Context: an optimization exercise on an open-source flow, tuned for small area and a short achievable clock period. The choices shown serve that exercise and are no tape-out recipe. RTL that was checked went through simulation tests only; none was proved equivalent to the original. Function not checked in runs 3 and 4: the RTL went through the layout flow alone. No activity file was given, so power comes from the tool's default toggle rates.

`flow/design.v`:
```
`timescale 1ns / 1ps
module lane_hough(clk, reset, in_xy_valid, in_new_pixel, in_x_nms, in_y_nms, in_end_one_row,
                  out_rho_vote, out_phi_vote, out_vote_valid);
input clk, reset;
input [7:0] in_new_pixel;
input [8:0] in_x_nms;
input [7:0] in_y_nms;
input in_xy_valid;
input in_end_one_row;
output [5:0] out_rho_vote;
output [6:0] out_phi_vote;
output out_vote_valid;
integer i;
reg [8:0] xd [1:11];
reg [7:0] yd [1:13];
reg [12:1] vd;
reg [11:1] ed;
always @(posedge clk) begin
    xd[1] <= in_x_nms;
    for (i = 2; i <= 11; i = i + 1) xd[i] <= xd[i-1];
    yd[1] <= in_y_nms;
    for (i = 2; i <= 13; i = i + 1) yd[i] <= yd[i-1];
    vd <= {vd[11:1], in_xy_valid};
    ed <= {ed[10:1], in_end_one_row};
end
reg [7:0] c1 [0:131];
always @(posedge clk) begin
    c1[0] <= in_new_pixel;
    for (i = 1; i <= 131; i = i + 1) c1[i] <= c1[i-1];
end
reg [7:0] pl_a5, pl_a6, pl_g5;
always @(posedge clk) begin
    pl_a5 <= ((c1[131] >> 4) + (c1[129] >> 4)) + ((c1[3] >> 4) + (c1[1] >> 4));
    pl_a6 <= ((c1[130] >> 3) + (c1[67] >> 3)) + ((c1[65] >> 3) + (c1[2] >> 3));
    pl_g5 <= (c1[66] >> 2);
end
wire [7:0] gf = pl_a5 + pl_g5 + pl_a6;
reg [7:0] c2 [1:131];
always @(posedge clk) begin
    c2[1] <= gf;
    for (i = 2; i <= 131; i = i + 1) c2[i] <= c2[i-1];
end
wire [7:0] g5 = c2[67], g6 = c2[66];
reg [9:0] vr0, vr1, vr2, sbot, stop;
always @(posedge clk) begin
    vr0 <= {2'b0, c2[129]} + {2'b0, c2[1]} + {1'b0, c2[65], 1'b0};
    vr1 <= vr0;
    vr2 <= vr1;
    sbot <= {2'b0, c2[3]} + {2'b0, c2[1]} + {1'b0, c2[2], 1'b0};
    stop <= {2'b0, c2[131]} + {2'b0, c2[129]} + {1'b0, c2[130], 1'b0};
end
reg [9:0] gx, gy;
always @(posedge clk) begin
    gx <= vr0 - vr2;
    gy <= sbot - stop;
end
wire sx = gx[9], sy = gy[9];
wire [7:0] d56 = g5 - g6;
reg [11:1] le_d, ge_d;
always @(posedge clk) begin
    le_d <= {le_d[10:1], (d56 == 8'd0) | d56[7]};
    ge_d <= {ge_d[10:1], ~d56[7]};
end
wire rf_flag_rise_all = le_d[8] & le_d[9] & le_d[10] & le_d[11];
wire rf_flag_fall_all = ge_d[8] & ge_d[9] & ge_d[10] & ge_d[11];
reg [9:0] cd_y1, cd_x1, cd_y2, cd_x2, cd_y3, cd_x3, cd_y4, cd_x4;
reg roi_1;
always @(posedge clk) begin
    cd_x1 <= (gx ^ {10{sx}}) + (gy ^ {10{sy}}) + {9'd0, sx} + {9'd0, sy};
    cd_y1 <= (gy ^ {10{sy}}) + (gx ^ {10{~sx}}) + {9'd0, sy} + {9'd0, ~sx};
    roi_1 <= ~(sx ^ sy);
    cd_y2 <= cd_y1 + ((cd_x1 >> 1) ^ {10{~cd_y1[9]}}) + {9'd0, ~cd_y1[9]};
    cd_x2 <= cd_x1 + ((cd_y1 >> 1) ^ {10{cd_y1[9]}}) + {9'd0, cd_y1[9]};
    cd_y3 <= cd_y2 + ((cd_x2 >> 2) ^ {10{~cd_y2[9]}}) + {9'd0, ~cd_y2[9]};
    cd_x3 <= cd_x2 + ((cd_y2 >> 2) ^ {10{cd_y2[9]}}) + {9'd0, cd_y2[9]};
    cd_y4 <= cd_y3 + ((cd_x3 >> 3) ^ {10{~cd_y3[9]}}) + {9'd0, ~cd_y3[9]};
    cd_x4 <= cd_x3 + ((cd_y3 >> 3) ^ {10{cd_y3[9]}}) + {9'd0, cd_y3[9]};
end
wire [9:0] cd_y5_nx = cd_y4 + ((cd_x4 >> 4) ^ {10{~cd_y4[9]}}) + {9'd0, ~cd_y4[9]};
reg cd_sign5;
always @(posedge clk) cd_sign5 <= cd_y5_nx[9];
reg [4:0] s1d; reg [3:0] s2d; reg [2:0] s3d; reg [1:0] s4d; reg s5d;
always @(posedge clk) begin
    s1d <= {s1d[3:0], cd_y1[9]};
    s2d <= {s2d[2:0], cd_y2[9]};
    s3d <= {s3d[1:0], cd_y3[9]};
    s4d <= {s4d[0], cd_y4[9]};
    s5d <= cd_sign5;
end
wire [4:0] sgn7 = {s5d, s4d[1], s3d[2], s2d[3], s1d[4]};
reg [6:0] phi8_nx; reg rng_nx;
always @(*) begin
    case (sgn7)
    5'd0: begin phi8_nx = 7'd99; rng_nx = 1'b0; end
    5'd1: begin phi8_nx = 7'd45; rng_nx = 1'b1; end
    5'd2: begin phi8_nx = 7'd71; rng_nx = 1'b1; end
    5'd3: begin phi8_nx = 7'd17; rng_nx = 1'b1; end
    5'd4: begin phi8_nx = 7'd84; rng_nx = 1'b0; end
    5'd5: begin phi8_nx = 7'd31; rng_nx = 1'b1; end
    5'd6: begin phi8_nx = 7'd56; rng_nx = 1'b1; end
    5'd7: begin phi8_nx = 7'd3; rng_nx = 1'b0; end
    5'd8: begin phi8_nx = 7'd91; rng_nx = 1'b0; end
    5'd9: begin phi8_nx = 7'd38; rng_nx = 1'b1; end
    5'd10: begin phi8_nx = 7'd63; rng_nx = 1'b1; end
    5'd11: begin phi8_nx = 7'd10; rng_nx = 1'b1; end
    5'd12: begin phi8_nx = 7'd77; rng_nx = 1'b0; end
    5'd13: begin phi8_nx = 7'd24; rng_nx = 1'b1; end
    5'd14: begin phi8_nx = 7'd49; rng_nx = 1'b1; end
    5'd15: begin phi8_nx = 7'd124; rng_nx = 1'b0; end
    5'd16: begin phi8_nx = 7'd95; rng_nx = 1'b0; end
    5'd17: begin phi8_nx = 7'd42; rng_nx = 1'b1; end
    5'd18: begin phi8_nx = 7'd67; rng_nx = 1'b1; end
    5'd19: begin phi8_nx = 7'd14; rng_nx = 1'b1; end
    5'd20: begin phi8_nx = 7'd81; rng_nx = 1'b0; end
    5'd21: begin phi8_nx = 7'd28; rng_nx = 1'b1; end
    5'd22: begin phi8_nx = 7'd53; rng_nx = 1'b1; end
    5'd23: begin phi8_nx = 7'd0; rng_nx = 1'b0; end
    5'd24: begin phi8_nx = 7'd88; rng_nx = 1'b0; end
    5'd25: begin phi8_nx = 7'd35; rng_nx = 1'b1; end
    5'd26: begin phi8_nx = 7'd60; rng_nx = 1'b1; end
    5'd27: begin phi8_nx = 7'd7; rng_nx = 1'b1; end
    5'd28: begin phi8_nx = 7'd74; rng_nx = 1'b1; end
    5'd29: begin phi8_nx = 7'd20; rng_nx = 1'b1; end
    5'd30: begin phi8_nx = 7'd46; rng_nx = 1'b1; end
    5'd31: begin phi8_nx = 7'd120; rng_nx = 1'b0; end
    endcase
end
reg [6:0] cd_phi8;    
reg phi_rng;          
always @(posedge clk) begin
    cd_phi8 <= phi8_nx;
    phi_rng <= rng_nx;
end
reg [5:0] rg_d;       
always @(posedge clk) begin
    rg_d <= {rg_d[4:0], roi_1 & (cd_x1 > 10'd10)};
end
wire ck_g_phi = rg_d[5] & phi_rng;
reg nms_ckgphi_g5, nms_ckgphi_g4;
always @(posedge clk) begin
    nms_ckgphi_g5 <= ck_g_phi;
    nms_ckgphi_g4 <= nms_ckgphi_g5;
end
wire nms_ckgphi_g456 = ck_g_phi & nms_ckgphi_g5 & nms_ckgphi_g4;
reg [9:0] nms_gadd_g4;
reg nms_gadd_sign_g54;
reg [6:1] g456;
wire [9:0] g5_sub_g4 = cd_x1 - nms_gadd_g4;
always @(posedge clk) begin
    nms_gadd_g4 <= cd_x1;
    nms_gadd_sign_g54 <= (g5_sub_g4 == 10'd0) | g5_sub_g4[9];
    g456 <= {g456[5:1], g5_sub_g4[9] & ~nms_gadd_sign_g54};
end
wire nms_all = g456[6] & nms_ckgphi_g456;
reg [6:0] phiavg_1, phiavg_q;
always @(posedge clk) begin
    phiavg_1 <= cd_phi8;
    phiavg_q <= (cd_phi8 >> 1) + (phiavg_1 >> 2);
end
wire [6:0] phiavg_3 = (cd_phi8 >> 2) + phiavg_q;
wire [8:0] x_nms11 = xd[11];
wire lp_edge_rise = nms_all & rf_flag_rise_all;
wire lp_edge_fall = nms_all & rf_flag_fall_all;
reg lp_flag_rised, lp_valid2;
reg [8:0] lp_x;
reg [6:0] lp_phi_h;       
reg [8:0] lp_x_mid_m2;    
reg [6:0] lp_phi_mid_m5;  
wire lp_valid1 = lp_flag_rised & lp_edge_fall;
wire [8:0] lp_denta_x = x_nms11 - lp_x;
wire lp_check_width = (lp_denta_x > 9'd5) & (lp_denta_x < 9'd50);
always @(posedge clk) begin
    if (lp_edge_rise) begin
        lp_x <= x_nms11;
        lp_phi_h <= (phiavg_3 >> 1) - 7'd5;
    end
    lp_flag_rised <= lp_edge_rise ? 1'b1 : (lp_edge_fall | ed[11]) ? 1'b0 : lp_flag_rised;
    lp_valid2 <= lp_valid1 & vd[12] & lp_check_width;
    lp_x_mid_m2 <= (lp_x >> 1) + (x_nms11 >> 1) - 9'd2;
    lp_phi_mid_m5 <= lp_phi_h + (phiavg_3 >> 1);
end
reg [8:0] fifo_x [0:15];
reg [6:0] fifo_phi [0:15];
reg [7:0] fifo_y [0:15];
reg [4:0] cnt;
reg lifo_empty;
wire lifo_re;
wire lifo_we = lp_valid2;
wire full_int = (cnt == 5'd16);
wire empty_int = (cnt == 5'd0);
wire we_real = lifo_we & ~lifo_re & ~full_int;
wire re_real = ~lifo_we & lifo_re & ~empty_int;
always @(posedge clk) begin
    if (reset) cnt <= 5'd0;
    else if (we_real) cnt <= cnt + 5'd1;
    else if (re_real) cnt <= cnt - 5'd1;
end
wire rw_rst = lifo_we & lifo_re & reset;
wire we_mem = lifo_we & (~full_int | (lifo_re & reset));
wire [3:0] wa = rw_rst ? cnt[3:0] - 4'd1 : cnt[3:0];
always @(posedge clk) begin
    if (we_mem) begin
        fifo_x[wa] <= lp_x_mid_m2;
        fifo_phi[wa] <= lp_phi_mid_m5;
        fifo_y[wa] <= yd[13];
    end
end
reg [15:0] lifo_rp_oh;
always @(posedge clk) begin
    lifo_empty <= empty_int;
    for (i = 0; i < 16; i = i + 1) lifo_rp_oh[i] <= (cnt[3:0] == ((i + 1) & 15));
end
reg [8:0] lifo_x;
reg [6:0] lifo_phi;
reg [7:0] lifo_y;
always @(*) begin
    lifo_x = 9'd0; lifo_phi = 7'd0; lifo_y = 8'd0;
    for (i = 0; i < 16; i = i + 1) begin
        lifo_x = lifo_x | (fifo_x[i] & {9{lifo_rp_oh[i]}});
        lifo_phi = lifo_phi | (fifo_phi[i] & {7{lifo_rp_oh[i]}});
        lifo_y = lifo_y | (fifo_y[i] & {8{lifo_rp_oh[i]}});
    end
end
reg [2:0] ht_denta_x;
reg [3:0] ht_denta_phi;
reg ht_free;
reg phi_eq_10;         
reg done_loop_xphi;    
wire load_new_point = (ht_free | done_loop_xphi) & ~lifo_empty;
wire ht_clr = load_new_point | reset;
assign lifo_re = load_new_point;
always @(posedge clk) begin
    if ((done_loop_xphi & lifo_empty) | reset) ht_free <= 1'b1;
    else if (load_new_point) ht_free <= 1'b0;
    if (ht_clr) ht_denta_x <= 3'd0;
    else ht_denta_x <= ht_denta_x + {2'b0, phi_eq_10};
    if (ht_clr | phi_eq_10) ht_denta_phi <= 4'd0;
    else ht_denta_phi <= ht_denta_phi + 4'd1;
    phi_eq_10 <= ~ht_clr & (ht_denta_phi == 4'd9);
    done_loop_xphi <= ~ht_clr & (ht_denta_phi == 4'd9) & (ht_denta_x == 3'd4);
end
reg [8:0] ht_x_tmp;
reg [6:0] ht_phi_tmp;
reg [7:0] ht_y1, ht_y2, ht_y3;
always @(posedge clk) begin
    if (load_new_point) begin
        ht_x_tmp <= lifo_x;
        ht_phi_tmp <= lifo_phi;
        ht_y1 <= lifo_y;
    end
end
reg [6:0] ht_phi_loop, ht_phi1, ht_phi2, ht_phi3, ht_phi4;
reg [8:0] ht_x_loop, ht_x_loop_1;
always @(posedge clk) begin
    ht_phi_loop <= ht_phi_tmp + {3'b0, ht_denta_phi};
    ht_x_loop <= ht_x_tmp + {6'b0, ht_denta_x};
    ht_y2 <= ht_y1;
    ht_x_loop_1 <= ht_x_loop;
    ht_y3 <= ht_y2;
    ht_phi1 <= ht_phi_loop;
    ht_phi2 <= ht_phi1;
    ht_phi3 <= ht_phi2;
    ht_phi4 <= ht_phi3;
end
reg [14:0] sin_oh, cos_oh;
always @(*) begin
    case (ht_phi_loop)
    7'd0: sin_oh = 15'b000000000000000;
    7'd1: sin_oh = 15'b000000000000101;
    7'd2: sin_oh = 15'b000010010000000;
    7'd3: sin_oh = 15'b001000000000011;
    7'd4: sin_oh = 15'b000010000001010;
    7'd5: sin_oh = 15'b000000001001101;
    7'd6: sin_oh = 15'b000010011001000;
    7'd7: sin_oh = 15'b001100000001000;
    7'd8: sin_oh = 15'b000100100100000;
    7'd9: sin_oh = 15'b000000110000000;
    7'd10: sin_oh = 15'b001000100000001;
    7'd11: sin_oh = 15'b010010000000000;
    7'd12: sin_oh = 15'b010000000000110;
    7'd13: sin_oh = 15'b010000010100010;
    7'd14: sin_oh = 15'b011010000000010;
    7'd15: sin_oh = 15'b000000001010001;
    7'd16: sin_oh = 15'b000000001110100;
    7'd17: sin_oh = 15'b000010011010000;
    7'd18: sin_oh = 15'b001100000010000;
    7'd19: sin_oh = 15'b000100000011001;
    7'd20: sin_oh = 15'b000100000111100;
    7'd21: sin_oh = 15'b000100010111000;
    7'd22: sin_oh = 15'b001110000011000;
    7'd23: sin_oh = 15'b000000100010100;
    7'd24: sin_oh = 15'b000000110010000;
    7'd25: sin_oh = 15'b001000100010000;
    7'd26: sin_oh = 15'b010000000010000;
    7'd27: sin_oh = 15'b010000000010100;
    7'd28: sin_oh = 15'b010000010010000;
    7'd29: sin_oh = 15'b011000000010000;
    7'd30: sin_oh = 15'b011110000010000;
    7'd31: sin_oh = 15'b000111000000000;
    7'd32: sin_oh = 15'b000101000100100;
    7'd33: sin_oh = 15'b000101010000001;
    7'd34: sin_oh = 15'b001101000000000;
    7'd35: sin_oh = 15'b000011001001000;
    7'd36: sin_oh = 15'b000001001001101;
    7'd37: sin_oh = 15'b000001011001000;
    7'd38: sin_oh = 15'b001001000101010;
    7'd39: sin_oh = 15'b000001100000010;
    7'd40: sin_oh = 15'b000001100100100;
    7'd41: sin_oh = 15'b000111100000100;
    7'd42: sin_oh = 15'b000101110000001;
    7'd43: sin_oh = 15'b001001101100000;
    7'd44: sin_oh = 15'b010011000000010;
    7'd45: sin_oh = 15'b010001000000110;
    7'd46: sin_oh = 15'b010001010000000;
    7'd47: sin_oh = 15'b010101010000000;
    7'd48: sin_oh = 15'b011001001000000;
    7'd49: sin_oh = 15'b100000000000010;
    7'd50: sin_oh = 15'b100000000000100;
    7'd51: sin_oh = 15'b100010001000100;
    7'd52: sin_oh = 15'b100000010100010;
    7'd53: sin_oh = 15'b101000000000001;
    7'd54: sin_oh = 15'b101100000000000;
    7'd55: sin_oh = 15'b100000000101010;
    7'd56: sin_oh = 15'b100000000001100;
    7'd57: sin_oh = 15'b100000001101100;
    7'd58: sin_oh = 15'b100000010001010;
    7'd59: sin_oh = 15'b100100010001001;
    7'd60: sin_oh = 15'b101000000101010;
    7'd61: sin_oh = 15'b101110000001000;
    7'd62: sin_oh = 15'b100000101000000;
    7'd63: sin_oh = 15'b100000100000100;
    7'd64: sin_oh = 15'b100000101000100;
    7'd65: sin_oh = 15'b100000110000000;
    7'd66: sin_oh = 15'b100010110000010;
    7'd67: sin_oh = 15'b100100110100000;
    7'd68: sin_oh = 15'b101000100000011;
    7'd69: sin_oh = 15'b101010101000000;
    7'd70: sin_oh = 15'b110000000100000;
    7'd71: sin_oh = 15'b110000001000000;
    7'd72: sin_oh = 15'b110100000000001;
    7'd73: sin_oh = 15'b110010000000100;
    7'd74: sin_oh = 15'b110000001000100;
    7'd75: sin_oh = 15'b110100000000101;
    default: sin_oh = 15'd0;
    endcase
end
always @(*) begin
    case (ht_phi_loop)
    7'd0: cos_oh = 15'b111110000000000;
    7'd1: cos_oh = 15'b111110000000000;
    7'd2: cos_oh = 15'b111110000000000;
    7'd3: cos_oh = 15'b111100000100000;
    7'd4: cos_oh = 15'b111100000000001;
    7'd5: cos_oh = 15'b111100000000000;
    7'd6: cos_oh = 15'b111000001100000;
    7'd7: cos_oh = 15'b111000001000000;
    7'd8: cos_oh = 15'b111000000100010;
    7'd9: cos_oh = 15'b111010000000000;
    7'd10: cos_oh = 15'b111000000000000;
    7'd11: cos_oh = 15'b110100010000001;
    7'd12: cos_oh = 15'b110000011000001;
    7'd13: cos_oh = 15'b110000010000011;
    7'd14: cos_oh = 15'b110000010000001;
    7'd15: cos_oh = 15'b110100000000101;
    7'd16: cos_oh = 15'b110000001000100;
    7'd17: cos_oh = 15'b110010000000100;
    7'd18: cos_oh = 15'b110100000000001;
    7'd19: cos_oh = 15'b110000001000000;
    7'd20: cos_oh = 15'b110000000100000;
    7'd21: cos_oh = 15'b101010101000000;
    7'd22: cos_oh = 15'b101000100000011;
    7'd23: cos_oh = 15'b100100110100000;
    7'd24: cos_oh = 15'b100010110000010;
    7'd25: cos_oh = 15'b100000110000000;
    7'd26: cos_oh = 15'b100000101000100;
    7'd27: cos_oh = 15'b100000100000100;
    7'd28: cos_oh = 15'b100000101000000;
    7'd29: cos_oh = 15'b101110000001000;
    7'd30: cos_oh = 15'b101000000101010;
    7'd31: cos_oh = 15'b100100010001001;
    7'd32: cos_oh = 15'b100000010001010;
    7'd33: cos_oh = 15'b100000001101100;
    7'd34: cos_oh = 15'b100000000001100;
    7'd35: cos_oh = 15'b100000000101010;
    7'd36: cos_oh = 15'b101100000000000;
    7'd37: cos_oh = 15'b101000000000001;
    7'd38: cos_oh = 15'b100000010100010;
    7'd39: cos_oh = 15'b100010001000100;
    7'd40: cos_oh = 15'b100000000000100;
    7'd41: cos_oh = 15'b100000000000010;
    7'd42: cos_oh = 15'b011001001000000;
    7'd43: cos_oh = 15'b010101010000000;
    7'd44: cos_oh = 15'b010001010000000;
    7'd45: cos_oh = 15'b010001000000110;
    7'd46: cos_oh = 15'b010011000000010;
    7'd47: cos_oh = 15'b001001101100000;
    7'd48: cos_oh = 15'b000101110000001;
    7'd49: cos_oh = 15'b000111100000100;
    7'd50: cos_oh = 15'b000001100100100;
    7'd51: cos_oh = 15'b000001100000010;
    7'd52: cos_oh = 15'b001001000101010;
    7'd53: cos_oh = 15'b000001011001000;
    7'd54: cos_oh = 15'b000001001001101;
    7'd55: cos_oh = 15'b000011001001000;
    7'd56: cos_oh = 15'b001101000000000;
    7'd57: cos_oh = 15'b000101010000001;
    7'd58: cos_oh = 15'b000101000100100;
    7'd59: cos_oh = 15'b000111000000000;
    7'd60: cos_oh = 15'b000001000000000;
    7'd61: cos_oh = 15'b011000000010000;
    7'd62: cos_oh = 15'b010000010010000;
    7'd63: cos_oh = 15'b010000000010100;
    7'd64: cos_oh = 15'b010000000010000;
    7'd65: cos_oh = 15'b001000100010000;
    7'd66: cos_oh = 15'b000000110010000;
    7'd67: cos_oh = 15'b000000100010100;
    7'd68: cos_oh = 15'b001110000011000;
    7'd69: cos_oh = 15'b000100010111000;
    7'd70: cos_oh = 15'b000100000111100;
    7'd71: cos_oh = 15'b000100000011001;
    7'd72: cos_oh = 15'b001100000010000;
    7'd73: cos_oh = 15'b000010011010000;
    7'd74: cos_oh = 15'b000000001110100;
    7'd75: cos_oh = 15'b000000001010001;
    default: cos_oh = 15'd0;
    endcase
end
reg [4:0] cos_d1, cos_d2, cos_d3, sin_d1, sin_d2, sin_d3;
always @(posedge clk) begin
    {cos_d3, cos_d2, cos_d1} <= cos_oh;
    {sin_d3, sin_d2, sin_d1} <= sin_oh;
end
reg [10:0] ht_x3;
reg [9:0] ht_y3x;
always @(posedge clk) begin
    ht_x3 <= {2'b0, ht_x_loop} + {1'b0, ht_x_loop, 1'b0};
    ht_y3x <= {2'b0, ht_y2} + {1'b0, ht_y2, 1'b0};
end
function [10:0] sel_x;
    input d1, d2, d3; input [8:0] v; input [10:0] v3;
    sel_x = ({11{d1}} & {2'b0, v}) | ({11{d2}} & {1'b0, v, 1'b0}) | ({11{d3}} & v3);
endfunction
function [9:0] sel_y;
    input d1, d2, d3; input [7:0] v; input [9:0] v3;
    sel_y = ({10{d1}} & {2'b0, v}) | ({10{d2}} & {1'b0, v, 1'b0}) | ({10{d3}} & v3);
endfunction
wire [12:0] m1_a = {2'b0, sel_x(cos_d1[0], cos_d2[0], cos_d3[0], ht_x_loop_1, ht_x3)} + {sel_x(cos_d1[1], cos_d2[1], cos_d3[1], ht_x_loop_1, ht_x3), 2'b0};
wire [12:0] m1_b = {2'b0, sel_x(cos_d1[2], cos_d2[2], cos_d3[2], ht_x_loop_1, ht_x3)} + {sel_x(cos_d1[3], cos_d2[3], cos_d3[3], ht_x_loop_1, ht_x3), 2'b0};
wire [10:0] m1_c = sel_x(cos_d1[4], cos_d2[4], cos_d3[4], ht_x_loop_1, ht_x3);
wire [11:0] m2_a = {2'b0, sel_y(sin_d1[0], sin_d2[0], sin_d3[0], ht_y3, ht_y3x)} + {sel_y(sin_d1[1], sin_d2[1], sin_d3[1], ht_y3, ht_y3x), 2'b0};
wire [11:0] m2_b = {2'b0, sel_y(sin_d1[2], sin_d2[2], sin_d3[2], ht_y3, ht_y3x)} + {sel_y(sin_d1[3], sin_d2[3], sin_d3[3], ht_y3, ht_y3x), 2'b0};
wire [9:0] m2_c = sel_y(sin_d1[4], sin_d2[4], sin_d3[4], ht_y3, ht_y3x);
reg [8:0] m1_lo;
reg [12:0] m1_md;
reg [10:0] m1_hi;
reg [7:0] m2_lo;
reg [11:0] m2_md;
reg [9:0] m2_hi;
reg [7:0] m1_h, m2_h;
reg [5:0] ht_rho;
wire [14:0] m1_sum = {6'd0, m1_lo} + {2'd0, m1_md} + {m1_hi, 4'd0};
wire [13:0] m2_sum = {6'd0, m2_lo} + {2'd0, m2_md} + {m2_hi, 4'd0};
wire [7:0] rho_sum = m1_h + m2_h;
always @(posedge clk) begin
    m1_lo <= m1_a[12:4];
    m1_md <= m1_b;
    m1_hi <= m1_c;
    m2_lo <= m2_a[11:4];
    m2_md <= m2_b;
    m2_hi <= m2_c;
    m1_h <= m1_sum[13:6];
    m2_h <= m2_sum[13:6];
    ht_rho <= {1'b0, rho_sum[7:3]};
end
reg [5:1] ht_valid;
always @(posedge clk) ht_valid <= {ht_valid[4:1], ~ht_free};
assign out_rho_vote = ht_rho;
assign out_phi_vote = ht_phi4;
assign out_vote_valid = ht_valid[5];
endmodule
```
`flow/run.sh`:
```
#!/bin/bash
# synth_recipe.tcl (not shown) runs the flow's synth.tcl, then flattens the netlist and writes it again
# the make line also repeats each setting of config.mk as NAME=value (left out here)
make -C /OpenROAD-flow-scripts/flow DESIGN_CONFIG=/design/flow/config.mk WORK_HOME=/design/flow/orfs CLKGATE_MAP_FILE= SYNTH_SCRIPT=/design/flow/synth_recipe.tcl finish
```
`flow/config.mk`:
```
export PLATFORM = sky130hd
export DESIGN_NAME = lane_hough
export DESIGN_NICKNAME = lane_hough
export VERILOG_FILES = /design/flow/design.v
export SDC_FILE = /design/flow/constraint.sdc
export NUM_CORES = 4
export LEC_CHECK = 0
export CAP_MARGIN = 20
export CORE_MARGIN = 2
export CORE_UTILIZATION = 60
export CTS_CLUSTER_DIAMETER = 80
export CTS_CLUSTER_SIZE = 28
export PLACE_DENSITY = 0.7
export SETUP_SLACK_MARGIN = 4.3
export SLEW_MARGIN = 20
```
`flow/constraint.sdc`:
```
create_clock -name core_clock -period 7.0 [get_ports {clk}]
set_input_delay 1.4000 -clock core_clock [delete_from_list [all_inputs] [get_ports {clk}]]
set_output_delay 1.4000 -clock core_clock [all_outputs]
set_load 0.01 [all_outputs]
```
==> impl_metrics.toml, run 1 <==
[place]
dp_hpwl_mm = 76.4
place_congestion = 0.844
dp_cells = 7145
port_buffers = 39

[cts]
tritoncts.num_buffers = 131
clkSlewWorstSetupHoldPaths_ns = 0.10
clk_latency_ns = 0.79
cts_tree = "built"
clock-root-buffer = "clkbuf_16"
htreeDepth = 4
cts.sinks = 2923
clk_path_buf_depth = 3

[timing]
max_freq_ghz = 0.381
fin_skew_ns = 0.0314
min_period_over_period = 0.375
setup_viol = 0
rsz0062_at_grt = "yes"
max-slew-margin-rel = 0.352
worst_pin_slew_ns = 0.971
fin_crit_ns = 2.63
fin_setup_tns_ns = 0
hold_viol_final = 0
drv_slew = 0

[synth]
ys_seq_area_frac = 0.770
ys_seq_elements = 2923
synth_edf_count = 424
syn-num-nets = 5881
syn_avg_cell_area_um2 = 15.0
ys.flop_type = "dfxtp_1"
async_reset_ff_frac = 0
syn_inst = 5440
synth_area_mm2 = 0.0815
yosys_warnings = 5
yosys.cell_types.count = 78

[critical_path]
reg2reg_slack_ns = 4.37
crit_chain = "nor2_1, or2_2, inv_1, and3_4, nor4_2, a31oi_4, nor2_4"
crit_path_max_fanout = 12
cp_slowest_stage_delay_ns = 0.62
cpMaxStageDelayCell = "a31oi_4"
startpoint_type = "flip-flop"
crit_type = "flip-flop to flip-flop"
required_ns = 7.47
worstPathArrival_ns = 3.09
endpoint_kind = "flip-flop"

[finish]
multi_input_area_mm2 = 0.0177
syn2layout_area_growth_pct = 9.75
final_nets = 6035
postLayoutCoreUtil = 0.662
final-seq-area_mm2 = 0.0628
final_cells = 7433
num-fill-cells = 9410
drive_gt1_frac = 0.0770

[power]
finalPower_uw = 35800
p_per_area_mw_per_mm2 = 400
p_leak_uw = 0.0365
vdd_ir_drop_max_v = 0.000301

[global_routing]
grt_pass1_vias = 38200
grt_pass1_wl_mm = 209
grt_overflow = 0
grt_max_degree = 88
grt_usage = 0.191
grt_antenna_before_repair = 7

[route]
detail_route.first_pass.iterations = 11
wirelength_mm = 132
drc = 0
dr_total_vias = 38900
ant_nets = 0
wire_per_inst_um = 17.8
vias_per_cell = 5.23
first_iter_violations = 3094

[die]
initial_utilization = 0.603
fp-row-count = 135
die_area_mm2 = 0.139
core_mm2 = 0.135
io-pin-count = 43
die_w_um = 373
die_height_um = 373

[outcome]
outcome = "timing/DRC/antenna clean"

[flow_run]
drv_cap = 0

[hold_path]
hp-class = "flip-flop to flip-flop"
-- cell usage after synthesis, drive strengths merged (15+ instances only) --
cell       n  area [um^2]
dfxtp   2499        50000
edfxtp   424        12700
ha       332         4150
inv      315         1180
a21oi    179          900
xnor2    174         1520
nor2     145          544
o21ai    127          639
nand2    113          424
clkbuf   110          413
xor2     108          946
a22o     104          911
a221oi   102          893
fa        80         1600
a222oi    74          741
a21o      73          548
nor2b     43          269
nand4     35          219
nand2b    34          213
o21bai    34          259
nor3      28          140
and2      24          150
o21a      24          180
a211oi    22          165
a31oi     22          138
nand3     22          110
buf       21          103
and3      18          113
nor4      15         93.8
-- report_power, final --
part           switching (uW)  internal (uW)  total, uW
registers                 947          19000      19900
clock network            4950           3820       8770
logic                    3710           3390       7100
total                    9600          26200      35800
-- cell usage in the layout (no fill, tap or decap), types with 34 or more instances in the layout --
master,instances
a222oi_1,74
a21oi_1,164
a21o_1,73
fa_1,78
xnor2_1,171
a22o_1,104
ha_1,326
xor2_1,106
dfxtp_1,2460
nand2b_1,34
clkbuf_16,137
o21ai_0,115
inv_1,313
nand2_1,112
edfxtp_1,424
nor2b_1,42
nor2_1,126
nand4_1,35
buf_4,65
a221oi_1,101
-- layer usage --
metal	global-route usage	part of all wire
met4	0.0624	0.027
met2	0.307	0.46
met1	0.270	0.45
met3	0.0265	0.064
met5	0	0
-- flip-flops by register name, summed over array words and instances, names as in the netlist, 11 cells and up --
register / flops
yd: 104
c2: 1048
xd: 99
c1: 726
fifo_y: 128
vd: 12
ed: 11
le_d: 11
ge_d: 11
m1_md: 13
m2_md: 12
fifo_phi: 112
lifo_rp_oh: 16
fifo_x: 144
-- what timing repair did --
item,CTS,global route
hold endpoints to repair,0,0
cloned,16,0
hold buffers,0,0
pin swaps,38,13
resized for setup,103,68
endpoints found under the setup margin,435,383
buffers inserted,60,20
-- critical path: cells and delay by family, from the launching register on --
kind	cells	cell delay, ns
buffers and inverters	1	0.20
DFF	1	0.38
AOI/OAI and AO/OA	1	0.62
and+or+nand+nor	5	1.09
-- layout make-up --
type / instances / share of cell area
flip-flops and latches: 2923 / 0.702
multi-input cells: 2087 / 0.198
clock buffers: 155 / 0.0395
well taps: 1781 / 0.0249
repair buffers: 136 / 0.0162
inverters: 315 / 0.0133
clock inverters: 34 / 0.00569
diodes: 2 / 0.0000559
-- cells by family after synthesis --
family	share of synthesized area
buffers and inverters	0.0208
XOR/XNOR	0.0303
multiplexers	0.00184
flip-flops	0.770
adder cells (fa/ha/maj)	0.0706
AO/OA/AOI/OAI	0.0765
AND/OR/NAND/NOR	0.0301
other	0.0000460
-- metrics by stage --
step                      hold slack, ns  instance area [um^2]  setup WS [ns]
after floorplan                    0.310                 81800           3.95
after global placement             0.310                 84000           2.81
after detailed placement           0.312                 84000           2.78
after CTS                          0.297                 89100           4.30
after global routing               0.303                 89500           4.21
final                              0.302                 89500           4.37
-- worst paths after layout --
path                                from  cells past startpoint                     end
hold reg to reg       c2[109][5]$_DFF_P_                      0      c2[110][5]$_DFF_P_
setup reg to reg  done_loop_xphi$_DFF_P_                      7  fifo_x[9][3]$_DFFE_PP_
hold / removal        c2[109][5]$_DFF_P_                      0      c2[110][5]$_DFF_P_
setup / recovery  done_loop_xphi$_DFF_P_                      7  fifo_x[9][3]$_DFFE_PP_
==> run 2, diff against run 1 <==
--- a/flow/config.mk
+++ b/flow/config.mk
@@ -11,5 +11,5 @@
 export CTS_CLUSTER_DIAMETER = 80
 export CTS_CLUSTER_SIZE = 28
 export PLACE_DENSITY = 0.7
-export SETUP_SLACK_MARGIN = 4.3
+export SETUP_SLACK_MARGIN = 4.4
 export SLEW_MARGIN = 20
==> impl_metrics.toml, run 2 <==
[route]
vias_per_cell = 5.20
detail_route.first_pass.iterations = 11
dr_total_vias = 38800
first_iter_violations = 3123
ant_nets = 0
wirelength_mm = 134
drc = 0
wire_per_inst_um = 18.0

[die]
die_w_um = 373
core_mm2 = 0.135
die_area_mm2 = 0.139
initial_utilization = 0.603
die_height_um = 373
io-pin-count = 43
fp-row-count = 135

[critical_path]
required_ns = 7.47
crit_family = "simple AND/OR/NAND/NOR gates"
crit_path_max_fanout = 12
startpoint_type = "input port"
crit_top_cell = "buf_12"
crit_type = "input port to flip-flop"
cpMaxStageDelayCell = "nor4_1"
crit_start = "reset"
worstPathArrival_ns = 3.21
cp.buffers_inverters = 4
timing.rr.start = "cnt[1]$_SDFFE_PP0P_"
cp_slowest_stage_delay_ns = 0.45
crit_chain = "clkdlybuf4s15_2, and3_4, buf_4, nor4_1, a31oi_4, buf_12, nor2_4, buf_12"
endpoint_kind = "flip-flop"

[finish]
final_cells = 7454
n_antenna_cell = 0
largest_register = "c2"
most-common-layout-cells = "dfxtp_1, edfxtp_1, ha_1, inv_1, xnor2_1"
syn2layout_area_growth_pct = 10.1
drive_gt1_frac = 0.0897
post-route-cell-area_mm2 = 0.0898
layout_commonest_cell = "dfxtp_1"
final_nets = 6058
num-fill-cells = 9303
largest_reg_flops = 1048

[cts]
clk_latency_ns = 0.79
cts_tree = "built"
tritoncts.num_buffers = 130
clkSlewWorstSetupHoldPaths_ns = 0.10
htreeDepth = 4
cts.sinks = 2923
clk_path_buf_depth = 3
clock-root-buffer = "clkbuf_16"

[place]
dp_hpwl_mm = 76.4
dpl-instance-area_mm2 = 0.0840
dp_cells = 7146
place_congestion = 0.849
dp_worst_setup_slack_ns = 2.78
port_buffers = 39

[timing]
setup_viol = 0
worst_pin_slew_ns = 0.913
setup_ws_ns = 4.26
hold_viol_final = 0
max_freq_ghz = 0.365
rsz0062_at_grt = "yes"
min_period_over_period = 0.392
max-slew-margin-rel = 0.391
fin_setup_tns_ns = 0
holdWs_ns = 0.318
fin_skew_ns = 0.0287
fin_crit_ns = 2.74
drv_slew = 0

[global_routing]
grt_max_degree = 88
grt_antenna_before_repair = 5
grt_usage = 0.192
grt_pass1_wl_mm = 210
grt_overflow = 0
grt_pass1_vias = 38500

[power]
p_leak_uw = 0.0365
p_per_area_mw_per_mm2 = 400
vdd_ir_drop_max_v = 0.000339

[synth]
synth.area.mux_share = 0.00184
ys.flop_type = "dfxtp_1"
netlist_top_cells_count = "dfxtp_1, edfxtp_1, ha_1"
yosysMostFrequentCell = "dfxtp_1"
synth_area_mm2 = 0.0815
yosys.cell_types.count = 78
synthAdderAreaFrac = 0.0706
netlist_top_cells_area = "dfxtp_1, edfxtp_1, ha_1"
synth-simple-area-share = 0.0301
yosys_warnings = 5
syn-num-nets = 5881
async_reset_ff_frac = 0
syn_avg_cell_area_um2 = 15.0
synth_top_family_by_area = "compound AO/OA/AOI/OAI gates"
ys_seq_area_frac = 0.770
syn_inst = 5440
synth_compound_area_frac = 0.0765
synth_edf_count = 424
synth_top_area_cell = "dfxtp_1"
synth_xor_area_frac = 0.0303
yosysTopAreaCellShare = 0.614
ys_seq_elements = 2923

[hold_path]
hp-class = "flip-flop to flip-flop"
hold_start = "c1[89][5]$_DFF_P_"

[flow_run]
drv_cap = 0

[outcome]
outcome = "timing/DRC/antenna clean"
run 2: changes by cell type in the layout (fill, tap and decap cells not counted), moves of 5 or more:
| cell | delta |
|---|---|
| fa_1 | -8 |
| a21oi_1 | -9 |
| buf_4 | +25 |
| dfxtp_1 | -16 |
| dfxtp_2 | +12 |
| fa_2 | +8 |
| o21ai_0 | -5 |
| ha_1 | -7 |
| a21oi_2 | +10 |
run 2: path summary, 6_finish.rpt:
path,end,slack [ns],depth (start not counted)
min,c1[90][5]$_DFF_P_,0.32,0
min reg2reg,c1[90][5]$_DFF_P_,0.32,0
max reg2reg,fifo_phi[4][1]$_DFFE_PP_,4.36,9
max,fifo_phi[4][1]$_DFFE_PP_,4.26,8
run 2: cell families after synthesis:
| group | after synthesis |
|---|---|
| AOI/OAI and AO/OA | 862 |
| xor gates and xnor gates | 282 |
| adders and majority gates | 412 |
| buffers and inverters | 446 |
| DFF | 2923 |
| muxes | 11 |
| other | 1 |
| and+or+nand+nor | 503 |
run 2: routing by layer:
layer,up-vias,share of wire,GRT usage
li1,19000,-,-
met1,18500,0.45,0.266
met2,1082,0.46,0.308
met3,252,0.062,0.0355
met4,0,0.030,0.0647
met5,-,0,0
run 2: power by group:
group          leakage (uW)  total (uW)  switching (uW)  internal (uW)
clock               0.00191        8700            4950           3750
sequential           0.0244       19900             955          19000
combinational        0.0102        7310            3800           3520
total                0.0365       35900            9700          26200
run 2: final cells by class:
class | instances | area (um^2) | share of cell area
flip-flops and latches | 2923 | 62900 | 0.700
multi-input cells | 2087 | 17900 | 0.200
well taps | 1781 | 2230 | 0.0248
clock buffers | 152 | 3410 | 0.0380
clock inverters | 36 | 522 | 0.00581
repair buffers | 160 | 1640 | 0.0183
inverters | 315 | 1190 | 0.0133
run 2: repair_timing:
item | 4_1_cts | 5_1_grt
setup buffers | 72 | 32
pin swaps | 45 | 43
endpoints found under the setup margin | 455 | 377
gates resized for setup | 127 | 112
gates cloned | 16 | 0
hold buffers | 0 | 0
run 2: through the flow:
| stage | total power (uW) | utilization |
|---|---|---|
| after floorplan | 25600 | - |
| after global placement | 27000 | 0.622 |
| after detailed placement | 27200 | 0.622 |
| after CTS | 36000 | 0.660 |
| after global routing | 38000 | 0.664 |
| final | 35900 | 0.664 |
==> run 3, diff against run 2 <==
--- a/flow/design.v
+++ b/flow/design.v
@@ -189,20 +189,18 @@
 wire full_int = (cnt == 5'd16);
 wire empty_int = (cnt == 5'd0);
 wire we_real = lifo_we & ~lifo_re & ~full_int;
+wire we_mem = lifo_we & ~full_int;
 wire re_real = ~lifo_we & lifo_re & ~empty_int;
 always @(posedge clk) begin
     if (reset) cnt <= 5'd0;
     else if (we_real) cnt <= cnt + 5'd1;
     else if (re_real) cnt <= cnt - 5'd1;
 end
-wire rw_rst = lifo_we & lifo_re & reset;
-wire we_mem = lifo_we & (~full_int | (lifo_re & reset));
-wire [3:0] wa = rw_rst ? cnt[3:0] - 4'd1 : cnt[3:0];
 always @(posedge clk) begin
     if (we_mem) begin
-        fifo_x[wa] <= lp_x_mid_m2;
-        fifo_phi[wa] <= lp_phi_mid_m5;
-        fifo_y[wa] <= yd[13];
+        fifo_x[cnt[3:0]] <= lp_x_mid_m2;
+        fifo_phi[cnt[3:0]] <= lp_phi_mid_m5;
+        fifo_y[cnt[3:0]] <= yd[13];
     end
 end
 reg [15:0] lifo_rp_oh;
==> impl_metrics.toml, run 3 <==
[critical_path]
required_ns = 7.69
crit_path_max_fanout = 4
cpMaxStageDelayCell = "or4b_1"
startpoint_type = "flip-flop"
r2r_cells = 11
endpoint_kind = "flip-flop"
timing.rr.end = "cd_x1[9]$_DFF_P_"
reg2reg_slack_ns = 4.38
crit_top_cell = "ha_4"
crit_type = "flip-flop to flip-flop"
crit_end = "cd_x1[9]$_DFF_P_"
cp_slowest_stage_delay_ns = 0.47
worstPathArrival_ns = 3.31
crit_start = "gy[9]$_DFF_P_"
cp_num_cells = 11
cp.buffers_inverters = 1
crit_family = "compound AO/OA/AOI/OAI gates"
crit_chain = "xor2_4, buf_4, ha_4, ha_4, a21o_1, a21oi_2, nor2b_1, o21a_1, o41ai_4, or4b_1, o211ai_1"
timing.rr.start = "gy[9]$_DFF_P_"

[finish]
layout_commonest_cell = "dfxtp_1"
num-fill-cells = 9551
largest_register = "c2"
syn2layout_area_growth_pct = 8.61
final_nets = 5983
largest_reg_flops = 1048
most-common-layout-cells = "dfxtp_1, edfxtp_1, ha_1, inv_1, xnor2_1"
drive_gt1_frac = 0.0779

[die]
fp-row-count = 135
core_mm2 = 0.135
die_height_um = 373
io-pin-count = 43
die_area_mm2 = 0.139
initial_utilization = 0.603
die_w_um = 373

[synth]
yosys_warnings = 5
yosys.cell_types.count = 81
synth_edf_count = 424
synth_top_area_cell = "dfxtp_1"
yosysTopAreaCellShare = 0.613
netlist_top_cells_count = "dfxtp_1, edfxtp_1, ha_1"
synth_area_mm2 = 0.0815
async_reset_ff_frac = 0
syn-num-nets = 5879
syn_inst = 5442
ys_seq_elements = 2923
netlist_top_cells_area = "dfxtp_1, edfxtp_1, ha_1"
yosysMostFrequentCell = "dfxtp_1"
ys.flop_type = "dfxtp_1"
ys_seq_area_frac = 0.770
syn_avg_cell_area_um2 = 15.0

[global_routing]
grt_max_degree = 80
grt_usage = 0.183
grt_pass1_wl_mm = 203
grt_overflow = 0
grt_pass1_vias = 37900
grt_antenna_before_repair = 5

[timing]
setup_ws_ns = 4.38
max_freq_ghz = 0.381
fin_setup_tns_ns = 0
setup_viol = 0
rsz0062_at_grt = "yes"
fin_crit_ns = 2.62
min_period_over_period = 0.375
hold_viol_final = 0
max-slew-margin-rel = 0.251
worst_pin_slew_ns = 1.12
fin_skew_ns = 0.0397
drv_slew = 0

[route]
detail_route.first_pass.iterations = 13
first_iter_violations = 2870
dr_total_vias = 38300
ant_nets = 0
wirelength_mm = 128
drc = 0
vias_per_cell = 5.18
wire_per_inst_um = 17.4

[power]
p_leak_uw = 0.0360
vdd_ir_drop_max_v = 0.000338
p_per_area_mw_per_mm2 = 405

[place]
dp_hpwl_mm = 75.3
port_buffers = 39
dp_worst_setup_slack_ns = 3.78
place_congestion = 0.867

[cts]
clk_latency_ns = 0.78
htreeDepth = 3
cts.sinks = 2923
clock-root-buffer = "clkbuf_16"
clk_path_buf_depth = 3
clkSlewWorstSetupHoldPaths_ns = 0.10
ctsHoldBuffers = 0
tritoncts.num_buffers = 121
cts_tree = "built"

[hold_path]
hp-class = "flip-flop to flip-flop"

[outcome]
outcome = "timing/DRC/antenna clean"

[flow_run]
drv_cap = 0
==> run 3: cell types whose count changed after synthesis, sizes merged, moves of 7 or more <==
cell | before | now
nand2 | 113 | 135
nor3 | 28 | 48
a21oi | 179 | 165
o21bai | 34 | 24
and2 | 24 | 15
and3 | 18 | 9
nor2 | 145 | 154
nor4 | 15 | 8
==> run 3: report_power, final <==
group | internal [uW] | switching (uW)
Sequential | 19000 | 953
Combinational | 3830 | 3930
Clock | 3340 | 4860
==> run 3: how the worst min path moves through the flow <==
stage	startpoint	end	cells past startpoint
global route	c1[83][3]$_DFF_P_	c1[84][3]$_DFF_P_	0
detailed placement	c1[15][3]$_DFF_P_	c1[16][3]$_DFF_P_	0
finish	c2[105][0]$_DFF_P_	c2[106][0]$_DFF_P_	0
CTS	c2[59][0]$_DFF_P_	c2[60][0]$_DFF_P_	0
global placement	yd[2][5]$_DFF_P_	yd[3][5]$_DFF_P_	0
floorplan	c1[99][3]$_DFF_P_	c1[100][3]$_DFF_P_	0
==> run 3: through the flow <==
step / power (uW) / hold slack, ns / utilization / std cells / instance area (um^2)
floorplan: 25700 / 0.310 / - / 5442 / 81600
global placement: 27200 / 0.310 / 0.621 / 7142 / 83900
CTS: 35800 / 0.315 / 0.650 / 7334 / 87800
finish: 35900 / 0.310 / 0.655 / 7381 / 88600
detailed placement: 27400 / 0.312 / 0.621 / 7143 / 83900
global route: 38000 / 0.326 / 0.655 / 7380 / 88600
==> run 3: cells by family (layout without fill, tap and decap cells) <==
logic type	Yosys count	after routing	synth area share
buf+inv	450	607	0.0216
simple gates	532	532	0.0311
xor+xnor	278	278	0.0299
other cells	1	2	0.0000460
fa+ha+maj	408	408	0.0700
flops	2923	2923	0.770
mux	19	19	0.00313
compound gates	831	831	0.0746
==> run 3: what timing repair did <==
| action | 4_1_cts | 5_1_grt |
|---|---|---|
| resized for setup | 123 | 119 |
| endpoints found under the setup margin | 68 | 72 |
| setup buffers | 15 | 43 |
| pin swaps | 18 | 40 |
| gates cloned | 0 | 1 |
==> run 3: cell type report <==
cell class / instances / area, um^2 / area share
sequential: 2923 / 62900 / 0.710
clock inverter: 29 / 417 / 0.00470
tap: 1781 / 2230 / 0.0252
timing repair inverter: 1 / 5.00 / 0.0000565
inverter: 315 / 1190 / 0.0134
timing repair buffer: 115 / 1020 / 0.0116
antenna: 1 / 2.50 / 0.0000283
multi-input combinational: 2069 / 17600 / 0.199
clock buffer: 147 / 3170 / 0.0358
==> run 3: layer usage <==
metal  GRT usage  wire length (um)  part of all wire  vias up
met5           0                13           0.00010        -
met4      0.0514              2630             0.020        2
met3      0.0298              8510             0.066      191
met2       0.292             58100              0.45     1034
met1       0.262             58900              0.46    18200
li1            -                 -                 -    18800
==> run 4, diff against run 3 <==
--- a/flow/config.mk
+++ b/flow/config.mk
@@ -8,8 +8,8 @@
 export CAP_MARGIN = 20
 export CORE_MARGIN = 2
 export CORE_UTILIZATION = 60
-export CTS_CLUSTER_DIAMETER = 80
-export CTS_CLUSTER_SIZE = 28
+export CTS_CLUSTER_DIAMETER = 70
+export CTS_CLUSTER_SIZE = 30
 export PLACE_DENSITY = 0.7
 export SETUP_SLACK_MARGIN = 4.4
 export SLEW_MARGIN = 20
==> impl_metrics.toml, run 4 <==
[synth]
synth_top_area_cell = "dfxtp_1"
synth_edf_count = 424
syn-num-nets = 5879
yosysTopAreaCellShare = 0.613
yosysMostFrequentCell = "dfxtp_1"
ys_seq_area_frac = 0.770
syn_avg_cell_area_um2 = 15.0
netlist_top_cells_area = "dfxtp_1, edfxtp_1, ha_1"
ys_seq_elements = 2923
ys.flop_type = "dfxtp_1"
netlist_top_cells_count = "dfxtp_1, edfxtp_1, ha_1"
async_reset_ff_frac = 0
yosys.cell_types.count = 81
syn_inst = 5442
yosys_warnings = 5
synth_area_mm2 = 0.0815

[finish]
most-common-layout-cells = "dfxtp_1, edfxtp_1, inv_1, ha_1, xnor2_1"
drive_gt1_frac = 0.0849
post-route-cell-area_mm2 = 0.0893
layout_commonest_cell = "dfxtp_1"
final_nets = 5999
largest_reg_flops = 1048
final-seq-area_mm2 = 0.0629
syn2layout_area_growth_pct = 9.52
largest_register = "c2"
multi_input_area_mm2 = 0.0177
postLayoutCoreUtil = 0.661
num-fill-cells = 9385

[timing]
min_period_over_period = 0.378
hold_viol_final = 0
fin_skew_ns = 0.0431
max_freq_ghz = 0.378
max-slew-margin-rel = 0.242
fin_setup_tns_ns = 0
worst_pin_slew_ns = 1.13
setup_viol = 0
drv_slew = 0
holdWs_ns = 0.320
rsz0062_at_grt = "yes"
setup_ws_ns = 4.36
fin_crit_ns = 2.64

[power]
p_leak_uw = 0.0363
p_per_area_mw_per_mm2 = 412
vdd_ir_drop_max_v = 0.000348

[outcome]
outcome = "timing/DRC/antenna clean"

[global_routing]
grt_usage = 0.185
grt.busiest_layer = "met2"
grt_pass1_wl_mm = 204
met3_usage = 0.0336
grt_antenna_before_repair = 5
use_met1 = 0.264
grt_pass1_vias = 38000
grt_max_degree = 80
grt_overflow = 0
grtUsageMet2 = 0.292

[place]
place_congestion = 0.867
dp_worst_setup_slack_ns = 3.78
dpl-instance-area_mm2 = 0.0839
dp_hpwl_mm = 75.3
port_buffers = 39

[critical_path]
timing.rr.end = "cd_x1[9]$_DFF_P_"
cp_slowest_stage_delay_ns = 0.33
crit_path_max_fanout = 1
cpMaxStageDelayCell = "dfxtp_2"
crit_family = "flip-flops"
required_ns = 5.60
crit_start = "ht_valid[5]$_DFF_P_"
worstPathArrival_ns = 1.24
crit_end = "out_vote_valid"
crit_chain = "buf_6"
reg2reg_slack_ns = 4.36
endpoint_kind = "output port"
r2r_cells = 11
startpoint_type = "flip-flop"
timing.rr.start = "gx[9]$_DFF_P_"
cp_num_cells = 1
crit_type = "flip-flop to output port"
cp.buffers_inverters = 1

[cts]
cts_tree = "built"
clkSlewWorstSetupHoldPaths_ns = 0.10
ctsHoldBuffers = 0
tritoncts.num_buffers = 132
cts.sinks = 2923
clk_latency_ns = 0.81
clk_path_buf_depth = 3
clock-root-buffer = "clkbuf_16"
htreeDepth = 4

[die]
initial_utilization = 0.603
die_area_mm2 = 0.139
io-pin-count = 43
die_height_um = 373
core_mm2 = 0.135
fp-row-count = 135
die_w_um = 373

[route]
dr_total_vias = 38400
first_iter_violations = 2997
detail_route.first_pass.iterations = 8
wirelength_mm = 128
ant_nets = 0
wire_per_inst_um = 17.3
vias_per_cell = 5.18
drc = 0

[hold_path]
hp-class = "flip-flop to flip-flop"

[flow_run]
drv_cap = 0
[run 4: cell counts after synthesis]
Identical to the previous run, type by type.
[run 4: layout make-up]
class	count	area share
antenna	3	0.0000841
clock buffer	149	0.0385
clock inverter	51	0.00885
inverter	315	0.0133
multi-input combinational	2069	0.198
sequential	2923	0.704
tap	1781	0.0250
timing repair buffer	120	0.0119
timing repair inverter	1	0.0000560
[run 4: worst min path at each step]
stage                                   from            endpoint  slack [ns]  cells past startpoint
final                      c2[92][0]$_DFF_P_   c2[93][0]$_DFF_P_        0.32                      0
after global routing      c2[100][5]$_DFF_P_  c2[101][5]$_DFF_P_        0.31                      0
after CTS                  c2[92][0]$_DFF_P_   c2[93][0]$_DFF_P_        0.31                      0
after detailed placement   c1[15][3]$_DFF_P_   c1[16][3]$_DFF_P_        0.31                      0
after global placement      yd[2][5]$_DFF_P_    yd[3][5]$_DFF_P_        0.31                      0
after floorplan            c1[99][3]$_DFF_P_  c1[100][3]$_DFF_P_        0.31                      0
[run 4: cells by family after synthesis]
group,after synthesis,synth area share
buf+inv,450,0.0216
compound gates,831,0.0746
other cells,1,0.0000460
simple gates,532,0.0311
flops,2923,0.770
fa+ha+maj,408,0.0700
xor+xnor,278,0.0299
mux,19,0.00313
[run 4: power breakdown]
group	switching [uW]	total, uW	internal [uW]
Clock	5120	8970	3850
Combinational	3990	7920	3920
Sequential	947	19900	19000
[run 4: timing repair]
action | CTS | global route
setup buffers | 15 | 48
resized for setup | 127 | 118
pin swaps | 18 | 46
endpoints found under the setup margin | 71 | 79
endpoints found under the hold margin | 0 | 0
gates cloned | 0 | 1
[run 4: stage by stage]
step | cells | total power [uW]
final | 7412 | 36800
after global placement | 7142 | 27200
after CTS | 7358 | 36600
after global routing | 7409 | 39000
after floorplan | 5442 | 25700
after detailed placement | 7143 | 27400
[run 4: routing by layer]
layer | part of all wire | vias up
li1 | - | 18800
met3 | 0.064 | 182
met4 | 0.019 | 0
met1 | 0.46 | 18300
met2 | 0.45 | 1006
met5 | 0 | -
==> run 5, diff against run 4 <==
--- a/flow/design.v
+++ b/flow/design.v
@@ -189,13 +189,14 @@
 wire full_int = (cnt == 5'd16);
 wire empty_int = (cnt == 5'd0);
 wire we_real = lifo_we & ~lifo_re & ~full_int;
-wire we_mem = lifo_we & ~full_int;
 wire re_real = ~lifo_we & lifo_re & ~empty_int;
 always @(posedge clk) begin
     if (reset) cnt <= 5'd0;
     else if (we_real) cnt <= cnt + 5'd1;
     else if (re_real) cnt <= cnt - 5'd1;
 end
+wire rw_rst = lifo_we & lifo_re & reset;
+wire we_mem = lifo_we & (~full_int | rw_rst);
 always @(posedge clk) begin
     if (we_mem) begin
         fifo_x[cnt[3:0]] <= lp_x_mid_m2;
@@ -206,7 +207,8 @@
 reg [15:0] lifo_rp_oh;
 always @(posedge clk) begin
     lifo_empty <= empty_int;
-    for (i = 0; i < 16; i = i + 1) lifo_rp_oh[i] <= (cnt[3:0] == ((i + 1) & 15));
+    for (i = 0; i < 16; i = i + 1)
+        lifo_rp_oh[i] <= rw_rst ? (cnt[3:0] == i) : (cnt[3:0] == ((i + 1) & 15));
 end
 reg [8:0] lifo_x;
 reg [6:0] lifo_phi;
--- a/flow/config.mk
+++ b/flow/config.mk
@@ -8,8 +8,8 @@
 export CAP_MARGIN = 20
 export CORE_MARGIN = 2
 export CORE_UTILIZATION = 60
-export CTS_CLUSTER_DIAMETER = 70
-export CTS_CLUSTER_SIZE = 30
+export CTS_CLUSTER_DIAMETER = 80
+export CTS_CLUSTER_SIZE = 28
 export PLACE_DENSITY = 0.7
 export SETUP_SLACK_MARGIN = 4.4
 export SLEW_MARGIN = 20
==> impl_metrics.toml, run 5 <==
[route]
wirelength_mm = 131
ant_nets = 0
first_iter_violations = 3013
drc = 0
dr_total_vias = 38500
detail_route.first_pass.iterations = 11
vias_per_cell = 5.20
wire_per_inst_um = 17.7

[timing]
fin_setup_tns_ns = 0
rsz0062_at_grt = "yes"
hold_viol_final = 0
max_freq_ghz = 0.374
setup_viol = 0
drv_slew = 0
max-slew-margin-rel = 0.222
fin_skew_ns = 0.0424
worst_pin_slew_ns = 1.16
min_period_over_period = 0.382
fin_crit_ns = 2.67
holdWs_ns = 0.304

[synth]
syn-num-nets = 5922
syn_inst = 5485
ys_seq_elements = 2923
syn_avg_cell_area_um2 = 14.9
yosys_warnings = 5
ys.flop_type = "dfxtp_1"
async_reset_ff_frac = 0
netlist_top_cells_area = "dfxtp_1, edfxtp_1, ha_1"
yosysTopAreaCellShare = 0.612
synth_edf_count = 424
ys_seq_area_frac = 0.768
netlist_top_cells_count = "dfxtp_1, edfxtp_1, ha_1"
yosysMostFrequentCell = "dfxtp_1"
yosys.cell_types.count = 83
synth_top_area_cell = "dfxtp_1"
synth_area_mm2 = 0.0817

[finish]
multi_input_area_mm2 = 0.0178
syn2layout_area_growth_pct = 8.28
drive_gt1_frac = 0.0720
num-fill-cells = 9458
postLayoutCoreUtil = 0.654
final_nets = 6012
n_antenna_cell = 0
final-seq-area_mm2 = 0.0629
most-common-layout-cells = "dfxtp_1, edfxtp_1, ha_1, inv_1, xnor2_1"
layout_commonest_cell = "dfxtp_1"
largest_register = "c2"
largest_reg_flops = 1048

[critical_path]
crit_path_max_fanout = 7
startpoint_type = "flip-flop"
required_ns = 7.68
crit_type = "flip-flop to flip-flop"
endpoint_kind = "flip-flop"
worstPathArrival_ns = 3.35

[global_routing]
grt_overflow = 0
grt_antenna_before_repair = 2
grt_max_degree = 78
grt_pass1_wl_mm = 209
grt_pass1_vias = 38000
grt_usage = 0.189

[place]
port_buffers = 39
place_congestion = 0.890
dp_hpwl_mm = 78.0

[power]
p_per_area_mw_per_mm2 = 405
seqPwrFrac = 0.557
p_switching_uw = 9770
pwr-share-comb = 0.219
finalPower_uw = 35800
vdd_ir_drop_max_v = 0.000307
p_leak_uw = 0.0360
p_int_uw = 26100
p_clk_frac = 0.225
swShare = 0.273

[cts]
clkSlewWorstSetupHoldPaths_ns = 0.10
clock-root-buffer = "clkbuf_16"
clk_latency_ns = 0.77
cts.sinks = 2923
cts_tree = "built"
clk_path_buf_depth = 3
htreeDepth = 3
ctsHoldBuffers = 0
tritoncts.num_buffers = 120

[flow_run]
drv_cap = 0

[hold_path]
hp-class = "flip-flop to flip-flop"

[die]
fp-row-count = 135
die_area_mm2 = 0.139
die_w_um = 373
die_height_um = 373
core_mm2 = 0.135
initial_utilization = 0.604
io-pin-count = 43

[outcome]
outcome = "timing/DRC/antenna clean"
run 5: cell types whose count changed in the layout (fill, tap and decap cells not counted), sizes merged, moves of 8 or more:
cell,before,now
nor2,154,178
o21ai,121,143
buf,94,74
inv,345,329
nand2,135,124
nor3,48,38
a21oi,165,174
a22oi,6,14
clkbuf,149,141
run 5: cell type report:
type | count | area share
sequential | 2923 | 0.711
tap | 1781 | 0.0252
inverter | 316 | 0.0134
clock buffer | 139 | 0.0348
clock inverter | 32 | 0.00457
multi-input combinational | 2112 | 0.201
timing repair buffer | 102 | 0.0103
run 5: cell families after synthesis:
logic type,Yosys count,synth area share
DFF,2923,0.768
AOI/OAI and AO/OA,867,0.0763
muxes,17,0.00259
xor gates and xnor gates,277,0.0297
adders and majority gates,408,0.0698
buffers and inverters,451,0.0216
and+or+nand+nor,541,0.0316
other,1,0.0000459
run 5: final timing paths:
kind | startpoint | endpoint | slack (ns) | cells past startpoint
max | gx[9]$_DFF_P_ | cd_x1[9]$_DFF_P_ | 4.33 | 11
min reg2reg | yd[12][1]$_DFF_P_ | yd[13][1]$_DFF_P_ | 0.30 | 0
min | yd[12][1]$_DFF_P_ | yd[13][1]$_DFF_P_ | 0.30 | 0
max reg2reg | gx[9]$_DFF_P_ | cd_x1[9]$_DFF_P_ | 4.33 | 11
run 5: timing repair:
item | 4_1_cts | 5_1_grt
buffers inserted | 18 | 25
gates resized for setup | 112 | 118
endpoints found under the setup margin | 87 | 102
cloned | 1 | 0
hold endpoints to repair | 0 | 0
pin swaps | 18 | 50
run 5: routing by layer:
| layer | wire length, um | up-vias | track usage |
|---|---|---|---|
| met5 | 0 | - | 0 |
| met4 | 2540 | 0 | 0.0476 |
| met3 | 7460 | 164 | 0.0241 |
| met2 | 61000 | 923 | 0.310 |
| met1 | 60200 | 18500 | 0.267 |
| li1 | - | 18900 | - |
run 5: power groups by stage:
stage	clock (uW)	sequential (uW)	combinational [uW]
final	8050	20000	7830
after global routing	8880	20200	8920
after detailed placement	0	20300	7230
after global placement	0	20300	7090
after CTS	8310	20000	7480
after floorplan	0	19900	5930
run 5: stage by stage:
step                setup WS [ns]  cells  cell area, um^2
floorplan                    4.26   5485            81800
global placement             3.32   7187            84000
detailed placement           3.29   7188            84000
CTS                          4.17   7378            87800
global route                 4.23   7405            88400
finish                       4.33   7405            88400
run 5: critical path, stage by stage (launching register included):
cell and delay, ns:
dfxtp_4 0.46, xnor2_2 0.14, inv_1 0.09, ha_4 0.27, ha_1 0.22, a21o_1 0.17, a21oi_2 0.17, nor2b_1 0.06
o21a_1 0.21, o41ai_4 0.23, or4b_1 0.47, o211ai_1 0.10
==> run 6, diff against run 5 <==
--- a/flow/config.mk
+++ b/flow/config.mk
@@ -7,9 +7,9 @@
 export LEC_CHECK = 0
 export CAP_MARGIN = 20
 export CORE_MARGIN = 2
-export CORE_UTILIZATION = 60
+export CORE_UTILIZATION = 58
 export CTS_CLUSTER_DIAMETER = 80
-export CTS_CLUSTER_SIZE = 28
-export PLACE_DENSITY = 0.7
-export SETUP_SLACK_MARGIN = 4.4
+export CTS_CLUSTER_SIZE = 30
+export PLACE_DENSITY = 0.68
+export SETUP_SLACK_MARGIN = 4.45
 export SLEW_MARGIN = 20
==> impl_metrics.toml, run 6 <==
[power]
p_switching_uw = 9840
seqPwrFrac = 0.554
swShare = 0.274
pwr-share-comb = 0.223
p_leak_uw = 0.0360
finalPower_uw = 35900
p_per_area_mw_per_mm2 = 404
vdd_ir_drop_max_v = 0.000306
p_clk_frac = 0.223
p_int_uw = 26100

[timing]
setup_viol = 0
hold_viol_final = 0
holdWs_ns = 0.317
rsz0062_at_grt = "yes"
max_freq_ghz = 0.371
fin_setup_tns_ns = 0
max-slew-margin-rel = 0.233
worst_pin_slew_ns = 1.15
min_period_over_period = 0.385
fin_skew_ns = 0.0404
fin_crit_ns = 2.70
drv_slew = 0

[critical_path]
cp_slowest_stage_delay_ns = 0.48
crit_type = "flip-flop to flip-flop"
worstPathArrival_ns = 3.36
startpoint_type = "flip-flop"
cp.buffers_inverters = 1
crit_family = "compound AO/OA/AOI/OAI gates"
crit_path_max_fanout = 6
crit_chain = "xnor2_4, inv_2, ha_4, ha_4, a21o_1, a21oi_2, nor2b_1, o21a_1, o41ai_4, or4b_1, o211ai_1"
endpoint_kind = "flip-flop"
required_ns = 7.67
crit_top_cell = "ha_4"
cpMaxStageDelayCell = "or4b_1"

[global_routing]
grt_overflow = 0
grt_pass1_vias = 37400
grt_usage = 0.177
grt_antenna_before_repair = 4
grt_max_degree = 78
grt_pass1_wl_mm = 200

[route]
wirelength_mm = 128
dr_total_vias = 38300
vias_per_cell = 5.10
detail_route.first_pass.iterations = 12
first_iter_violations = 2694
drc = 0
ant_nets = 0
wire_per_inst_um = 17.0

[cts]
clock-root-buffer = "clkbuf_16"
htreeDepth = 3
cts_tree = "built"
tritoncts.num_buffers = 116
clk_path_buf_depth = 3
cts.sinks = 2923
clk_latency_ns = 0.75
clkSlewWorstSetupHoldPaths_ns = 0.10

[die]
io-pin-count = 43
core_mm2 = 0.140
die_w_um = 379
initial_utilization = 0.585
fp-row-count = 137
die_area_mm2 = 0.144
die_height_um = 379

[synth]
yosys_warnings = 5
yosys.cell_types.count = 83
synth_xor_area_frac = 0.0297
syn_avg_cell_area_um2 = 14.9
ys.flop_type = "dfxtp_1"
synth-simple-area-share = 0.0316
yosysTopAreaCellShare = 0.612
ys_seq_elements = 2923
netlist_top_cells_area = "dfxtp_1, edfxtp_1, ha_1"
syn-num-nets = 5922
synth_compound_area_frac = 0.0763
yosysMostFrequentCell = "dfxtp_1"
synth_top_family_by_area = "compound AO/OA/AOI/OAI gates"
synthAdderAreaFrac = 0.0698
ys_seq_area_frac = 0.768
async_reset_ff_frac = 0
netlist_top_cells_count = "dfxtp_1, edfxtp_1, ha_1"
synth_top_area_cell = "dfxtp_1"
syn_inst = 5485
synth_edf_count = 424
synth_area_mm2 = 0.0817
synth.area.mux_share = 0.00259

[finish]
postLayoutCoreUtil = 0.636
largest_reg_flops = 1048
most-common-layout-cells = "dfxtp_1, edfxtp_1, inv_1, ha_1, xnor2_1"
final_nets = 6026
largest_register = "c2"
num-fill-cells = 10100
post-route-cell-area_mm2 = 0.0888
drive_gt1_frac = 0.0814
syn2layout_area_growth_pct = 8.73
layout_commonest_cell = "dfxtp_1"

[place]
dpl-instance-area_mm2 = 0.0841
dp_hpwl_mm = 75.9
place_congestion = 0.867
port_buffers = 39

[outcome]
outcome = "timing/DRC/antenna clean"

[flow_run]
drv_cap = 0

[hold_path]
hp-class = "flip-flop to flip-flop"
## run 6: cell counts after synthesis
Identical to the previous run, type by type.
## run 6: worst paths after layout
path                                         start                 end  slack, ns  cells past startpoint
worst max-delay path                 gx[9]$_DFF_P_    cd_x1[9]$_DFF_P_       4.30                     11
worst min-delay path            c2[117][2]$_DFF_P_  c2[118][2]$_DFF_P_       0.32                      0
worst max register to register       gx[9]$_DFF_P_    cd_x1[9]$_DFF_P_       4.30                     11
worst min register to register  c2[117][2]$_DFF_P_  c2[118][2]$_DFF_P_       0.32                      0
## run 6: through the flow
stage,worst slack [ns],std cells
floorplan,4.26,5485
global placement,3.65,7281
detailed placement,3.64,7281
CTS,4.31,7470
global route,4.20,7513
finish,4.30,7515
## run 6: timing repair
item / 4_1_cts / 5_1_grt
hold buffers: 0 / 0
pin swaps: 23 / 63
setup endpoints to repair: 94 / 149
gates resized for setup: 136 / 140
buffers inserted: 22 / 41
gates cloned: 1 / 0
## run 6: cell type report
type,count,area [um^2],area share
Multi-Input combinational cell,2111,17900,0.202
Timing Repair inverter,1,5.00,0.0000564
Antenna cell,2,5.00,0.0000564
Timing Repair Buffer,120,1020,0.0115
Tap cell,1876,2350,0.0264
Sequential cell,2923,62900,0.708
Inverter,316,1190,0.0134
Clock inverter,31,399,0.00449
Clock buffer,135,3030,0.0341
## run 6: routing by layer
| layer | global-route usage | wire length (um) |
|---|---|---|
| met2 | 0.284 | 57700 |
| met5 | 0 | 0 |
| met3 | 0.0309 | 7660 |
| met1 | 0.249 | 59400 |
| met4 | 0.0515 | 2820 |
## run 6: logic make-up (layout without fill, tap and decap cells)
logic type,after synthesis,after routing
xor gates and xnor gates,277,277
buffers and inverters,451,603
DFF,2923,2923
adders and majority gates,408,408
other,1,3
and+or+nand+nor,541,541
muxes,17,17
AOI/OAI and AO/OA,867,867
## run 6: power by group through the flow
stage | logic (uW) | clock network [uW] | registers (uW)
3_5_place_dp | 7240 | 0 | 20300
6_report | 7990 | 8010 | 19900
5_1_grt | 9040 | 8820 | 20100
4_1_cts | 7550 | 8260 | 19900
3_3_place_gp | 7130 | 0 | 20200
2_1_floorplan | 5930 | 0 | 19900
## run 6: worst reg2reg max path, stage by stage (launching register included)
cell	delay, ns
dfxtp_4	0.46
xnor2_4	0.15
inv_2	0.06
ha_4	0.28
ha_4	0.19
a21o_1	0.17
a21oi_2	0.16
nor2b_1	0.06
o21a_1	0.20
o41ai_4	0.32
or4b_1	0.48
o211ai_1	0.11

-- static timing again, ports no longer ideal --
The flow's constraints put no driver on any port. The routed layouts listed below were extracted and timed again, unchanged, in two steps. Step 1 (the two cells are an assumption about what drives the block):
set clk [get_ports {clk}]
set_driving_cell -lib_cell sky130_fd_sc_hd__clkbuf_16 $clk
set_driving_cell -lib_cell sky130_fd_sc_hd__buf_2 [delete_from_list [all_inputs] $clk]
Step 2, shift: input delay + t, output delay - t, t = (earliest + latest rising clock arrival at the registers) / 2. This alone moves slack from input paths to output paths. a / b / c = no drivers / after step 1 / after step 2; a / b = the first two.
run | t (ns) | slack for setup (ns) | worst hold slack (ns)
run 1 | 0.849 | 4.373 / 4.296 / 3.614 | 0.302 / 0.302 / 0.302
run 2 | 0.843 | 4.259 / 4.262 / 3.419 | 0.318 / 0.318 / 0.318
run 3 | 0.833 | 4.375 / 4.305 / 3.892 | 0.310 / 0.310 / 0.310
run 4 | 0.857 | 4.357 / 4.284 / 3.785 | 0.320 / 0.320 / 0.320
run 5 | 0.828 | 4.326 / 4.325 / 3.705 | 0.304 / 0.304 / 0.304
run 6 | 0.800 | 4.304 / 4.304 / 3.635 | 0.317 / 0.317 / 0.317
After both steps setup and hold are still met in every run listed. For run 2, which loses most, drivers alone change the setup slack by +0.003 ns; drivers and shift together by -0.840 ns.
